From an optimization exercise on the open Yosys and OpenROAD flow, aimed at small area; shortcuts taken in it are not production practice. The RTL was checked by simulation tests, not by an equivalence proof against the original design. Power and IR drop assume default switching activity.

===== design/flow/run.sh =====
#!/bin/bash
# synth_recipe.tcl (not shown) runs the flow's synth.tcl, then flattens the netlist and writes it again
# the make line also repeats each setting of config.mk as NAME=value (left out here)
make -C /OpenROAD-flow-scripts/flow DESIGN_CONFIG=/design/flow/config.mk WORK_HOME=/design/flow/orfs CLKGATE_MAP_FILE= SYNTH_SCRIPT=/design/flow/synth_recipe.tcl finish

===== design/flow/config.mk =====
export PLATFORM = sky130hd
export DESIGN_NAME = Main_Piano_VGA
export DESIGN_NICKNAME = Main_Piano_VGA
export VERILOG_FILES = /design/flow/design.v
export SDC_FILE = /design/flow/constraint.sdc
export NUM_CORES = 4
export LEC_CHECK = 0
export CAP_MARGIN = 20
export CORE_MARGIN = 2
export CORE_UTILIZATION = 40
export SLEW_MARGIN = 20

===== design/flow/constraint.sdc =====
create_clock -name core_clock -period 20.0 [get_ports {clock}]
set_input_delay 4.0000 -clock core_clock [delete_from_list [all_inputs] [get_ports {clock}]]
set_output_delay 4.0000 -clock core_clock [all_outputs]
set_load 0.01 [all_outputs]

===== design/flow/design.v =====
`timescale 1ns / 1ps
module ROM(
    input [4:0] address,
    output reg [5:0] data
    );
	always @ (address)
	begin
		case(address)
			0: data = 6'b100000;
			1: data = 6'b100011;
			2: data = 6'b101001;
			3: data = 6'b110000;
			4: data = 6'b111010;
			5: data = 6'b111010;
			6: data = 6'b111010;
			7: data = 6'b111111;
			8: data = 6'b111111;
			9: data = 6'b111111;
			10: data = 6'b111010;
			11: data = 6'b111010;
			12: data = 6'b110000;
			13: data = 6'b101001;
			14: data = 6'b100100;
			15: data = 6'b011110;
			16: data = 6'b010110;
			17: data = 6'b010010;
			18: data = 6'b001100;
			19: data = 6'b001000;
			20: data = 6'b000100;
			21: data = 6'b000100;
			22: data = 6'b000010;
			23: data = 6'b000010;
			24: data = 6'b000010;
			25: data = 6'b000100;
			26: data = 6'b001100;
			27: data = 6'b010010;
			28: data = 6'b010110;
			29: data = 6'b110000;
			30: data = 6'b111110;
			31: data = 6'b100010;
			default: data = 6'b000000;
		endcase
	end
endmodule
`timescale 1ns / 1ps
module Clk_Div(
    input clk_in,
    input reset,
    output clk_out
    );
	parameter divider = 1;
	reg [31:0] counter;
	reg clk_div_buff;
	assign clk_out = clk_div_buff;
	always @ (posedge clk_in)
	begin
		if (reset)
		begin
			clk_div_buff = 1'b0;
			counter = 32'h0;
		end
		else if (counter == (50000000 / divider) / 2)
		begin
			clk_div_buff = !clk_div_buff;
			counter = 32'h0;
		end
		else
			counter = counter + 1;
		begin
		end
	end
endmodule
`timescale 1ns / 1ps
module MainSound(
    input clk,
    input reset,
    input [31:0] note,
    output reg [5:0] sample
    );
	 parameter
		DO4_FEQ_Key = 32'h80000000,
		DO4sot_FEQ_Key = 32'h40000000,
		RE4_FEQ_Key = 32'h20000000,
		RE4sot_FEQ_Key	= 32'h10000000,
		MI4_FEQ_Key =32'h08000000,
		FA4_FEQ_Key = 32'h04000000,
		FA4sot_FEQ_Key = 32'h02000000,
		SOL4_FEQ_Key =32'h01000000,
		SOL4sot_FEQ_Key = 32'h00800000,
		LA4_FEQ_Key = 32'h00400000,
		LA4sot_FEQ_Key = 32'h00200000,
		SI4_FEQ_Key = 32'h00100000,
		DO5_FEQ_Key = 32'h00080000,
		DO5sot_FEQ_Key = 32'h00040000,
		RE5_FEQ_Key =32'h00020000,
		RE5sot_FEQ_Key	= 32'h00010000,
		MI5_FEQ_Key = 32'h00008000,
		FA5_FEQ_Key =32'h00004000,
		FA5sot_FEQ_Key = 32'h00002000,
		SOL5_FEQ_Key = 32'h00001000,
		SOL5sot_FEQ_Key = 32'h00000800,
		LA5_FEQ_Key = 32'h00000400,
		LA5sot_FEQ_Key = 32'h00000200,
		SI5_FEQ_Key = 32'h00000100,
		DO6_FEQ_Key = 32'h00000080,
		DO6sot_FEQ_Key = 32'h00000040,
		RE6_FEQ_Key = 32'h00000020,
		RE6sot_FEQ_Key	=32'h00000010,
		MI6_FEQ_Key = 32'h00000008,
		FA6_FEQ_Key = 32'h00000004,
		FA6sot_FEQ_Key =32'h00000002,
		SOL6_FEQ_Key = 32'h00000001;
	reg current_clk;
	wire DO4_clk, DO4sot_clk,RE4_clk, RE4sot_clk,MI4_clk,FA4_clk, FA4sot_clk,SOL4_clk, SOL4sot_clk,LA4_clk, LA4sot_clk,SI4_clk;
	wire DO5_clk, DO5sot_clk,RE5_clk, RE5sot_clk,MI5_clk,FA5_clk, FA5sot_clk,SOL5_clk, SOL5sot_clk,LA5_clk, LA5sot_clk,SI5_clk;
	wire DO6_clk, DO6sot_clk,RE6_clk, RE6sot_clk,MI6_clk,FA6_clk, FA6sot_clk,SOL6_clk, SOL6sot_clk,LA6_clk, LA6sot_clk,SI6_clk;
	Clk_Div #(.divider(261 * 32)) DO4(.clk_in(clk), .reset(reset), .clk_out(DO4_clk));
	Clk_Div #(.divider(277 * 32)) DO4sot(.clk_in(clk), .reset(reset), .clk_out(DO4sot_clk));
	Clk_Div #(.divider(293 * 32)) RE4(.clk_in(clk), .reset(reset), .clk_out(RE4_clk));
	Clk_Div #(.divider(311 * 32)) RE4sot(.clk_in(clk), .reset(reset), .clk_out(RE4sot_clk));
	Clk_Div #(.divider(329 * 32)) MI4(.clk_in(clk), .reset(reset), .clk_out(MI4_clk));
	Clk_Div #(.divider(349 * 32)) FA4(.clk_in(clk), .reset(reset), .clk_out(FA4_clk));
	Clk_Div #(.divider(340 * 32)) FA4sot(.clk_in(clk), .reset(reset), .clk_out(FA4sot_clk));
	Clk_Div #(.divider(391 * 32)) SOL4(.clk_in(clk), .reset(reset), .clk_out(SOL4_clk));
	Clk_Div #(.divider(415 * 32)) SOL4sot(.clk_in(clk), .reset(reset), .clk_out(SOL4sot_clk));
	Clk_Div #(.divider(440 * 32)) LA4(.clk_in(clk), .reset(reset), .clk_out(LA4_clk));
	Clk_Div #(.divider(466 * 32)) LA4sot(.clk_in(clk), .reset(reset), .clk_out(LA4sot_clk));
	Clk_Div #(.divider(494 * 32)) SI4(.clk_in(clk), .reset(reset), .clk_out(SI4_clk));
	Clk_Div #(.divider(523 * 32)) DO5(.clk_in(clk), .reset(reset), .clk_out(DO5_clk));
	Clk_Div #(.divider(554 * 32)) DO5sot(.clk_in(clk), .reset(reset), .clk_out(DO5sot_clk));
	Clk_Div #(.divider(587 * 32)) RE5(.clk_in(clk), .reset(reset), .clk_out(RE5_clk));
	Clk_Div #(.divider(622 * 32)) RE5sot(.clk_in(clk), .reset(reset), .clk_out(RE5sot_clk));
	Clk_Div #(.divider(659 * 32)) MI5(.clk_in(clk), .reset(reset), .clk_out(MI5_clk));
	Clk_Div #(.divider(698 * 32)) FA5(.clk_in(clk), .reset(reset), .clk_out(FA5_clk));
	Clk_Div #(.divider(739 * 32)) FA5sot(.clk_in(clk), .reset(reset), .clk_out(FA5sot_clk));
	Clk_Div #(.divider(783 * 32)) SOL5(.clk_in(clk), .reset(reset), .clk_out(SOL5_clk));
	Clk_Div #(.divider(830 * 32)) SOL5sot(.clk_in(clk), .reset(reset), .clk_out(SOL5sot_clk));
	Clk_Div #(.divider(880 * 32)) LA5(.clk_in(clk), .reset(reset), .clk_out(LA5_clk));
	Clk_Div #(.divider(932 * 32)) LA5sot(.clk_in(clk), .reset(reset), .clk_out(LA5sot_clk));
	Clk_Div #(.divider(987 * 32)) SI5(.clk_in(clk), .reset(reset), .clk_out(SI5_clk));
	Clk_Div #(.divider(1046 * 32)) DO6(.clk_in(clk), .reset(reset), .clk_out(DO6_clk));
	Clk_Div #(.divider(1108 * 32)) DO6sot(.clk_in(clk), .reset(reset), .clk_out(DO6sot_clk));
	Clk_Div #(.divider(1174 * 32)) RE6(.clk_in(clk), .reset(reset), .clk_out(RE6_clk));
	Clk_Div #(.divider(1244 * 32)) RE6sot(.clk_in(clk), .reset(reset), .clk_out(RE6sot_clk));
	Clk_Div #(.divider(1318 * 32)) MI6(.clk_in(clk), .reset(reset), .clk_out(MI6_clk));
	Clk_Div #(.divider(1396 * 32)) FA6(.clk_in(clk), .reset(reset), .clk_out(FA6_clk));
	Clk_Div #(.divider(1479 * 32)) FA6sot(.clk_in(clk), .reset(reset), .clk_out(FA6sot_clk));
	Clk_Div #(.divider(1567 * 32)) SOL6(.clk_in(clk), .reset(reset), .clk_out(SOL6_clk));
	wire [5:0] current_sample;
	reg [4:0] current_address;
	ROM samples_rom(current_address, current_sample);
	reg next_clk;
	always @ (*)
	begin
		case(note)
		DO4_FEQ_Key:next_clk = DO4_clk;
		DO4sot_FEQ_Key:next_clk = DO4sot_clk;
		RE4_FEQ_Key :next_clk = RE4_clk;
		RE4sot_FEQ_Key	:next_clk = RE4sot_clk;
		MI4_FEQ_Key:next_clk = MI4_clk;
		FA4_FEQ_Key:next_clk = FA4_clk;
		FA4sot_FEQ_Key:next_clk = FA4sot_clk;
		SOL4_FEQ_Key :next_clk = SOL4_clk;
		SOL4sot_FEQ_Key:next_clk = SOL4sot_clk;
		LA4_FEQ_Key:next_clk = LA4_clk;
		LA4sot_FEQ_Key :next_clk = LA4sot_clk;
		SI4_FEQ_Key :next_clk = SI4_clk;
		DO5_FEQ_Key :next_clk = DO5_clk;
		DO5sot_FEQ_Key :next_clk = DO5sot_clk;
		RE5_FEQ_Key :next_clk = RE5_clk;
		RE5sot_FEQ_Key	:next_clk = RE5sot_clk;
		MI5_FEQ_Key :next_clk = MI5_clk;
		FA5_FEQ_Key :next_clk = FA5_clk;
		FA5sot_FEQ_Key :next_clk = FA5sot_clk;
		SOL5_FEQ_Key :next_clk = SOL5_clk;
		SOL5sot_FEQ_Key :next_clk = SOL5sot_clk;
		LA5_FEQ_Key :next_clk = LA5_clk;
		LA5sot_FEQ_Key :next_clk = LA5sot_clk;
		SI5_FEQ_Key :next_clk = SI5_clk;
		DO6_FEQ_Key:next_clk = DO6_clk;
		DO6sot_FEQ_Key :next_clk = DO6sot_clk;
		RE6_FEQ_Key :next_clk = RE6_clk;
		RE6sot_FEQ_Key	:next_clk = RE6sot_clk;
		MI6_FEQ_Key :next_clk = MI6_clk;
		FA6_FEQ_Key :next_clk = FA6_clk;
		FA6sot_FEQ_Key :next_clk = FA6sot_clk;
		SOL6_FEQ_Key :next_clk = SOL6_clk;
			default: next_clk = current_clk;
		endcase
	end
	always @ (posedge clk)
	begin
		if (reset)
		begin
			sample <= 6'b0;
			current_clk <= 1'b0;
			current_address <= 5'b0;
		end
		else
		begin
			current_clk <= next_clk;
			if (next_clk && !current_clk)
			begin
				sample <= current_sample;
				if(current_address < 32)
					current_address <= current_address + 1;
				else
					current_address <= 0;
			end
		end
	end
endmodule
`timescale 1ns / 1ps
module Logica_VGA(
    input clock,
	 input en,
	 input reset,
	 input [5:0]tecla,
    output reg [2:0] RGB,
	 output reg H_sync,
    output reg V_sync
    );
	reg[9:0] H_count;
	reg[9:0] V_count;
	always @ (posedge clock)
	if (en)
	begin
		if(reset)
			{H_count, V_count, RGB} = {10'd0, 10'd0, 3'b0};
		else
		begin
			if(H_count == 799)
			begin
				H_count = 0;
				if(V_count == 524)
					V_count = 0;
				else
					V_count = V_count + 1;
			end
			else
				H_count = H_count + 1;
		end
		if(V_count >= 490 && V_count < 492)
			V_sync = 0;
		else
			V_sync = 1;
		if(H_count >= 656 && H_count < 752)
			H_sync = 0;
		else
			H_sync = 1;
		if(H_count < 640 && V_count < 480)
		begin
		 	if(V_count > 12 && V_count <= 228||V_count > 252 && V_count <= 468)
			begin
				if(H_count >=12 && H_count <= 43) 
					begin
						if (tecla == 6'b000001 && V_count > 12 && V_count <= 228)
							RGB = 3'b101;
						else
						begin
							if (tecla == 6'b010001 && V_count > 252 && V_count <= 468)
								RGB = 3'b101;
							else
								RGB = 3'b111;
						end
					end
				else
				begin
					if(H_count >=51 && H_count <= 82) 
						begin
							if (tecla == 6'b000010 && V_count > 12 && V_count <= 228)
							RGB = 3'b101;
							else
							begin
								if (tecla == 6'b010010 && V_count > 252 && V_count <= 468)
									RGB = 3'b101;
								else
									RGB = 3'b111;
							end
						end
					else
					begin
						if(H_count >=90 && H_count <= 121) 
						begin	
							if (tecla == 6'b000011 && V_count > 12 && V_count <= 228)
								RGB = 3'b101;
							else
							begin
								if (tecla == 6'b010011 && V_count > 252 && V_count <= 468)
									RGB = 3'b101;
								else
									RGB = 3'b111;
							end
						end	
						else
						begin
							if(H_count >=129 && H_count <= 160) 
							begin
								if (tecla == 6'b000100 && V_count > 12 && V_count <= 228)
									RGB = 3'b101;
								else
								begin
									if (tecla == 6'b010100 && V_count > 252 && V_count <= 468)
										RGB = 3'b101;
									else
										RGB = 3'b111;
								end
							end	
							else
							begin
								if(H_count >=168 && H_count <= 199) 
								begin
									if (tecla == 6'b000101 && V_count > 12 && V_count <= 228)
										RGB = 3'b101;
									else
									begin
										if (tecla == 6'b010101 && V_count > 252 && V_count <= 468)
											RGB = 3'b101;
										else
											RGB = 3'b111;
									end
								end	
								else
								begin
									if(H_count >=207 && H_count <= 238) 
									begin
										if (tecla == 6'b000110 && V_count > 12 && V_count <= 228)
											RGB = 3'b101;
										else
										begin
											if (tecla == 6'b010110 && V_count > 252 && V_count <= 468)
												RGB = 3'b101;
											else
												RGB = 3'b111;
										end
									end
									else
									begin
										if(H_count >=246 && H_count <= 277) 
										begin
											if (tecla == 6'b000111 && V_count > 12 && V_count <= 228)
												RGB = 3'b101;
											else
											begin
												if (tecla == 6'b010111 && V_count > 252 && V_count <= 468)
													RGB = 3'b101;
												else
													RGB = 3'b111;
											end
										end	
										else
										begin
											if(H_count >=285 && H_count <= 316) 
											begin
												if (tecla == 6'b001000 && V_count > 12 && V_count <= 228)
													RGB = 3'b101;
												else
												begin
													if (tecla == 6'b011000 && V_count > 252 && V_count <= 468)
														RGB = 3'b101;
													else
														RGB = 3'b111;
												end
											end
											else 
											begin
												if(H_count >=324 && H_count <= 355) 
												begin
													if (tecla == 6'b001001 && V_count > 12 && V_count <= 228)
														RGB = 3'b101;
													else
													begin
														if (tecla == 6'b011001 && V_count > 252 && V_count <= 468)
															RGB = 3'b101;
														else
															RGB = 3'b111;
													end
												end
												else
												begin
													if(H_count >=363 && H_count <= 394) 
													begin
															if (tecla == 6'b001010 && V_count > 12 && V_count <= 228)
																RGB = 3'b101;
															else
															begin
																if (tecla == 6'b011010 && V_count > 252 && V_count <= 468)
																	RGB = 3'b101;
																else
																	RGB = 3'b111;
															end
													end	
													else
													begin
														if(H_count >=402 && H_count <= 433) 
														begin
															if (tecla == 6'b001011 && V_count > 12 && V_count <= 228)
																RGB = 3'b101;
															else
															begin
																if (tecla == 6'b011011 && V_count > 252 && V_count <= 468)
																	RGB = 3'b101;
																else
																	RGB = 3'b111;
															end
														end	
														else
														begin
															if(H_count >=441 && H_count <= 472) 
															begin
																if (tecla == 6'b001100 && V_count > 12 && V_count <= 228)
																	RGB = 3'b101;
																else
																begin
																	if (tecla == 6'b011100 && V_count > 252 && V_count <= 468)
																		RGB = 3'b101;
																	else
																		RGB = 3'b111;
																end
															end
															else
															begin
																if(H_count >=480 && H_count <= 511) 
																begin
																	if (tecla == 6'b001101 && V_count > 12 && V_count <= 228)
																		RGB = 3'b101;
																	else
																	begin
																		if (tecla == 6'b011101 && V_count > 252 && V_count <= 468)
																			RGB = 3'b101;
																		else
																			RGB = 3'b111;
																	end
																end
																else
																begin
																	if(H_count >=519 && H_count <= 550) 
																	begin
																		if (tecla == 6'b001110 && V_count > 12 && V_count <= 228)
																			RGB = 3'b101;
																		else
																		begin
																			if (tecla == 6'b011110 && V_count > 252 && V_count <= 468)
																				RGB = 3'b101;
																			else
																				RGB = 3'b111;
																		end
																	end
																	else 
																	begin
																		if(H_count >=558 && H_count <= 589) 
																		begin
																			if (tecla == 6'b001111 && V_count > 12 && V_count <= 228)
																				RGB = 3'b101;
																			else
																			begin
																				if (tecla == 6'b011111 && V_count > 252 && V_count <= 468)
																					RGB = 3'b101;
																				else
																					RGB = 3'b111;
																			end
																		end	
																		else
																		begin
																			if(H_count >= 597 && H_count <= 628) 
																			begin
																				if (tecla == 6'b010000 && V_count > 12 && V_count <= 228)
																					RGB = 3'b101;
																				else
																				begin
																					if (tecla == 6'b100000 && V_count > 252 && V_count <= 468)
																						RGB = 3'b101;
																					else
																						RGB = 3'b111;
																				end
																			end
																			else
																				RGB = 3'b000;	
																		end	
																	end	
																end		
															end		
														end				 
													end		
												end
											end
										end 		
									end
								end
							end
						end	
					end	
				end	
			end
			else 
			  RGB = 3'b000;	
		end
		else
			RGB = 3'b000;
	end
endmodule
`timescale 1ns / 1ps
module Piano_VGA(
    input clk50mhz,
    input reset,
	 input [5:0] tecla,
    output [2:0] RGB,
    output H_sync,
    output V_sync
    );
	reg vga_clk;
	always @ (posedge clk50mhz)
		begin
			if (reset)
				vga_clk <= 1'b0;
			else
				vga_clk <= !vga_clk;
		end
	wire vga_en = reset | !vga_clk;
	Logica_VGA vga_logic (clk50mhz, vga_en, reset, tecla, RGB, H_sync, V_sync);
endmodule
`timescale 1ns / 1ps
module Main_Piano_VGA(
	input clock,
	input reset,
	input [5:0] teclas,
	output H_sync,
	output V_sync,
	output [2:0]RGB,
	output [5:0]sound4
	 );
reg [31:0] teclasSound;
reg [31:0] teclasSound_q;	 
Piano_VGA vga(clock,reset, teclas, RGB, H_sync, V_sync);
always @(*)
begin
	case (teclas)
		6'b000000: teclasSound = 32'h00000000;
		6'b000001: teclasSound = 32'h00000001;
		6'b000010: teclasSound = 32'h00000002;
		6'b000011: teclasSound = 32'h00000004;
		6'b000100: teclasSound = 32'h00000008;
		6'b000101: teclasSound = 32'h00000010;
		6'b000110: teclasSound = 32'h00000020;
		6'b000111: teclasSound = 32'h00000040;
		6'b001000: teclasSound = 32'h00000080;
		6'b001001: teclasSound = 32'h00000100;
		6'b001010: teclasSound = 32'h00000200;
		6'b001011: teclasSound = 32'h00000400;
		6'b001100: teclasSound = 32'h00000800;
		6'b001101: teclasSound = 32'h00001000;
		6'b001110: teclasSound = 32'h00002000;
		6'b001111: teclasSound = 32'h00004000;
		6'b010000: teclasSound = 32'h00008000;
		6'b010001: teclasSound = 32'h00010000;
		6'b010010: teclasSound = 32'h00020000;
		6'b010011: teclasSound = 32'h00040000;
		6'b010100: teclasSound = 32'h00080000;
		6'b010101: teclasSound = 32'h00100000;
		6'b010110: teclasSound = 32'h00200000;
		6'b010111: teclasSound = 32'h00400000;
		6'b011000: teclasSound = 32'h00800000;
		6'b011001: teclasSound = 32'h01000000;
		6'b011010: teclasSound = 32'h02000000;
		6'b011011: teclasSound = 32'h04000000;
		6'b011100: teclasSound = 32'h08000000;
		6'b011101: teclasSound = 32'h10000000;
		6'b011110: teclasSound = 32'h20000000;
		6'b011111: teclasSound = 32'h40000000;
		6'b100000: teclasSound = 32'h80000000;
		default: teclasSound = teclasSound_q;
	endcase
end
always @(posedge clock)
begin
	if (reset)
		teclasSound_q <= 32'h00000000;
	else
		teclasSound_q <= teclasSound;
end
MainSound sound(clock,reset,teclasSound,sound4);
endmodule

==> results.txt <==
## final timing paths
| kind | from | to | depth (start not counted) |
|---|---|---|---|
| worst max-delay path | teclas[4] | sound.current_address[4] | 11 |
| worst min-delay path | vga.vga_clk | vga.vga_clk | 1 |
| worst max register to register | vga.vga_logic.H_count[0] | vga.vga_logic.RGB[1] | 11 |
| worst min register to register | vga.vga_clk | vga.vga_clk | 1 |
## per-layer routing
metal  track usage  routed length [um]
met5             0                   0
met1         0.223               55000
met3        0.0258                4410
met4        0.0457                2250
met2         0.259               49500
## synthesized netlist by cell type, types with 8 or more instances
library cell,number
nor2_1,1230
dfxtp_1,1101
xor2_1,620
nand2_1,461
nand3_1,411
xnor2_1,286
nand4_1,220
and3_1,202
clkbuf_1,165
a21oi_1,157
nor4_1,156
o21ai_0,150
or3_1,132
inv_1,120
nor3_1,116
ha_1,74
and4_1,65
nor4b_1,60
and2_1,42
nor2b_1,35
buf_2,30
or2_2,25
edfxtp_1,24
nand2b_1,23
a211oi_1,21
o21ai_1,19
a31oi_1,17
o22ai_1,16
a22oi_1,15
o211ai_1,15
or4_1,13
o221ai_1,11
mux2i_1,10
nand3b_1,9
a21o_1,8
## stage by stage
step	hold WS [ns]	total power [mW]	instances	area [um^2]
after floorplan	0.386	2.49	6232	52400
after global placement	0.400	2.54	7816	54200
after detailed placement	0.403	2.54	7816	54200
after CTS	0.413	4.89	8037	58400
after global routing	0.430	5.00	8037	58400
final	0.411	4.81	8037	58400
## kinds of logic after synthesis
kind of cell	after synthesis
AND/OR/NAND/NOR	3232
adder cells (fa/ha/maj)	74
multiplexers	17
XOR/XNOR	907
buffers and inverters	328
flip-flops	1125
AO/OA/AOI/OAI	549
## cells in the final DEF, fill, tap and decap left out, types with 35 or more instances in the layout
cell type,instances
and3_1,202
and4_1,65
or3_1,132
and2_1,42
nor3_1,116
nand2_1,461
xnor2_1,286
nor4b_1,60
ha_1,74
inv_1,119
nor2b_1,35
xor2_1,620
nor4_1,156
a21oi_1,156
nor2_1,1230
clkbuf_16,121
nand4_1,220
dfxtp_1,1101
nand3_1,411
o21ai_0,150
## power groups by stage
stage	Sequential, mW	Combinational (mW)	Clock [mW]
3_5_place_dp	2.35	0.186	0
4_1_cts	2.30	0.187	2.40
5_1_grt	2.31	0.208	2.49
6_report	2.30	0.187	2.32
3_3_place_gp	2.35	0.186	0
2_1_floorplan	2.34	0.146	0
## area by class of cell
cell class,instances,share of cell area
Timing Repair Buffer,49,0.00694
Inverter,121,0.00777
Clock inverter,56,0.0121
Clock buffer,165,0.0598
Sequential cell,1125,0.389
Tap cell,1742,0.0373
Multi-Input combinational cell,4779,0.487
==> flow_summary_export.csv <==
group,metric,value,unit
status,status,"no timing/DRC/antenna violations",
setup_path,critPathLaunchType,"primary input",
logic_synthesis,synth_area,52400,um^2
floorplan,die_x,366,um
floorplan,die_h,366,um
logic_synthesis,synth_compound_area_frac,0.0671,
setup_path,crit_type,"in -> reg",
routing,wl_per_cell,13.8,um
logic_synthesis,yosysWarningCount,37,
layout,diodes,0,
global_routing,grt_pass1_vias,38700,
setup_path,r2r_slack,15.12,ns
logic_synthesis,async_reset_ff_frac,0,
logic_synthesis,post-synth-top-area-cell,"dfxtp_1",
clock_network,cts_resized,0,
setup_path,slowest_stage,"clkdlybuf4s50_1",
global_routing,grt_max_degree,57,
sta,hold_viol_final,0,
floorplan,coreArea,130000,um^2
layout,fillCellCount,12600,
setup_path,crit_family,"compound AO/OA/AOI/OAI gates",
clock_network,cts.sinks,1125,
floorplan,dieArea,134000,um^2
global_routing,grt_pass1_wl,188000,um
setup_path,path_buf_inv,1,
sta,fmax,120,MHz
routing,wirelength,111000,um
power_and_ir_drop,power_switching,1.10,mW
sta,slew_headroom,0.283,
logic_synthesis,synth.area.top_cells,"dfxtp_1 (42%), xor2_1 (10%), nor2_1 (8.8%)",
logic_synthesis,synth_top_cell_area_share,0.420,
global_routing,overflow,0,
place,preCtsSetupSlack,11.01,ns
logic_synthesis,syn_area_per_cell,8.41,um^2
sta,tns,0,ns
clock_network,cts_hold_buf,0,
sta,setup_slack,11.69,ns
sta,finalMaxSlewViolations,0,
logic_synthesis,synth-xor-area-share,0.152,
clock_network,cts_tree,"done",
routing,drc,0,
power_and_ir_drop,p_clk_frac,0.482,
power_and_ir_drop,p_leak,20.5,nW
routing,route.vias.total,41800,
clock_network,cts_inserted_buffers,118,
clock_network,clock_latency,0.75,ns
sta,fin_skew,0.0674,ns
logic_synthesis,yosysUniqueCellTypes,98,
global_routing,track_usage,0.161,
floorplan,io_pins,19,
setup_path,crit_fanout,22,
logic_synthesis,synthSimpleGateAreaFrac,0.301,
layout,area_growth,11.5,%
power_and_ir_drop,swShare,0.228,
logic_synthesis,syn-instance-count,6232,
setup_path,critPathArrivalTime,8.95,ns
setup_path,max_stage_delay,0.87,ns
min_path,hold_class,"reg -> reg",
routing,firstDrtPassIters,5,
routing,ant_nets,0,
power_and_ir_drop,p_comb_frac,0.039,
logic_synthesis,synth_top_family_by_area,"simple AND/OR/NAND/NOR gates",
routing,drt_iter0_markers,2280,
floorplan,start_util,0.404,
setup_path,cp-end-kind,"register",
clock_network,cts_root_buf,"clkbuf_16",
power_and_ir_drop,ir_worst_vdd,70.8,uV
layout,layout-drive-gt1-share,0.0510,
logic_synthesis,synth_nets,6314,
sta,setup_viol,0,
setup_path,crit_chain,"clkdlybuf4s50_1 > or3_1 > o21ai_2 > o22ai_1 > a311oi_2 > nand3_1 > o221ai_1 > a2111oi_4 > a21oi_4 > and3_1 > mux2_1",
logic_synthesis,ys_seq_area_frac,0.434,
place,hpwl,75200,um
sta,final.period_utilization,0.416,
setup_path,required,20.63,ns
routing,viasPerCell,5.20,
sta,tightest_slew,1.07,ns
power_and_ir_drop,powerDensity,82.2,nW/um^2
logic_synthesis,ys.flop_type,"dfxtp_1",
logic_synthesis,muxShareOfSynthArea,0.00341,
layout,regArea,22800,um^2
layout,multi_input_area,28400,um^2
logic_synthesis,synth_fa_ha_area_frac,0.0177,
layout,layout.nets,6276,
global_routing,antenna_found_initial,0,
clock_network,cts_buffer_depth,3,
logic_synthesis,synth-edff-count,24,
logic_synthesis,ys_seq_elements,1125,
place,io_buffers,18,
sta,period_minus_slack,8.31,ns
floorplan,rows,132,
layout,final_util,0.450,
clock_network,cts_setup_buffers,0,
power_and_ir_drop,p_int,3.71,mW
clock_network,path_clk_slew,0.06,ns
sta,rsz0062_at_grt,"no",
power_and_ir_drop,power_frac_seq,0.479,
place,gp_congestion,0.869,
flow_run,drv_cap,0,
clock_network,h-tree-depth,3,

-- separate check: timing with driven ports --
No port has a modelled driver above. Below, the same layout with a new extraction and two added sets of constraints. Step 1 sets driving cells, clkbuf_16 on the clock port and buf_2 on the other inputs (assumed; they add their load-dependent delay and slew). Step 2 times the ports against the registers' clock, not the clock port: input delays grow and output delays shrink by t, the midpoint of the rising clock arrivals with the driver on. Slacks: ideal / step 1 / step 2; pairs: ideal / step 1.
shift t [ns]: 0.796
setup WS [ns]: 11.686 / 11.714 / 10.918
hold WS [ns]: 0.411 / 0.411 / 0.411
clock arrival spread, ns: 0.068 / 0.069
worst slew at a driven data input, ns: 0.09
After both steps setup and hold are still met in this run. The setup slack of this run moves by +0.028 ns with the drivers and by -0.768 ns with both steps.
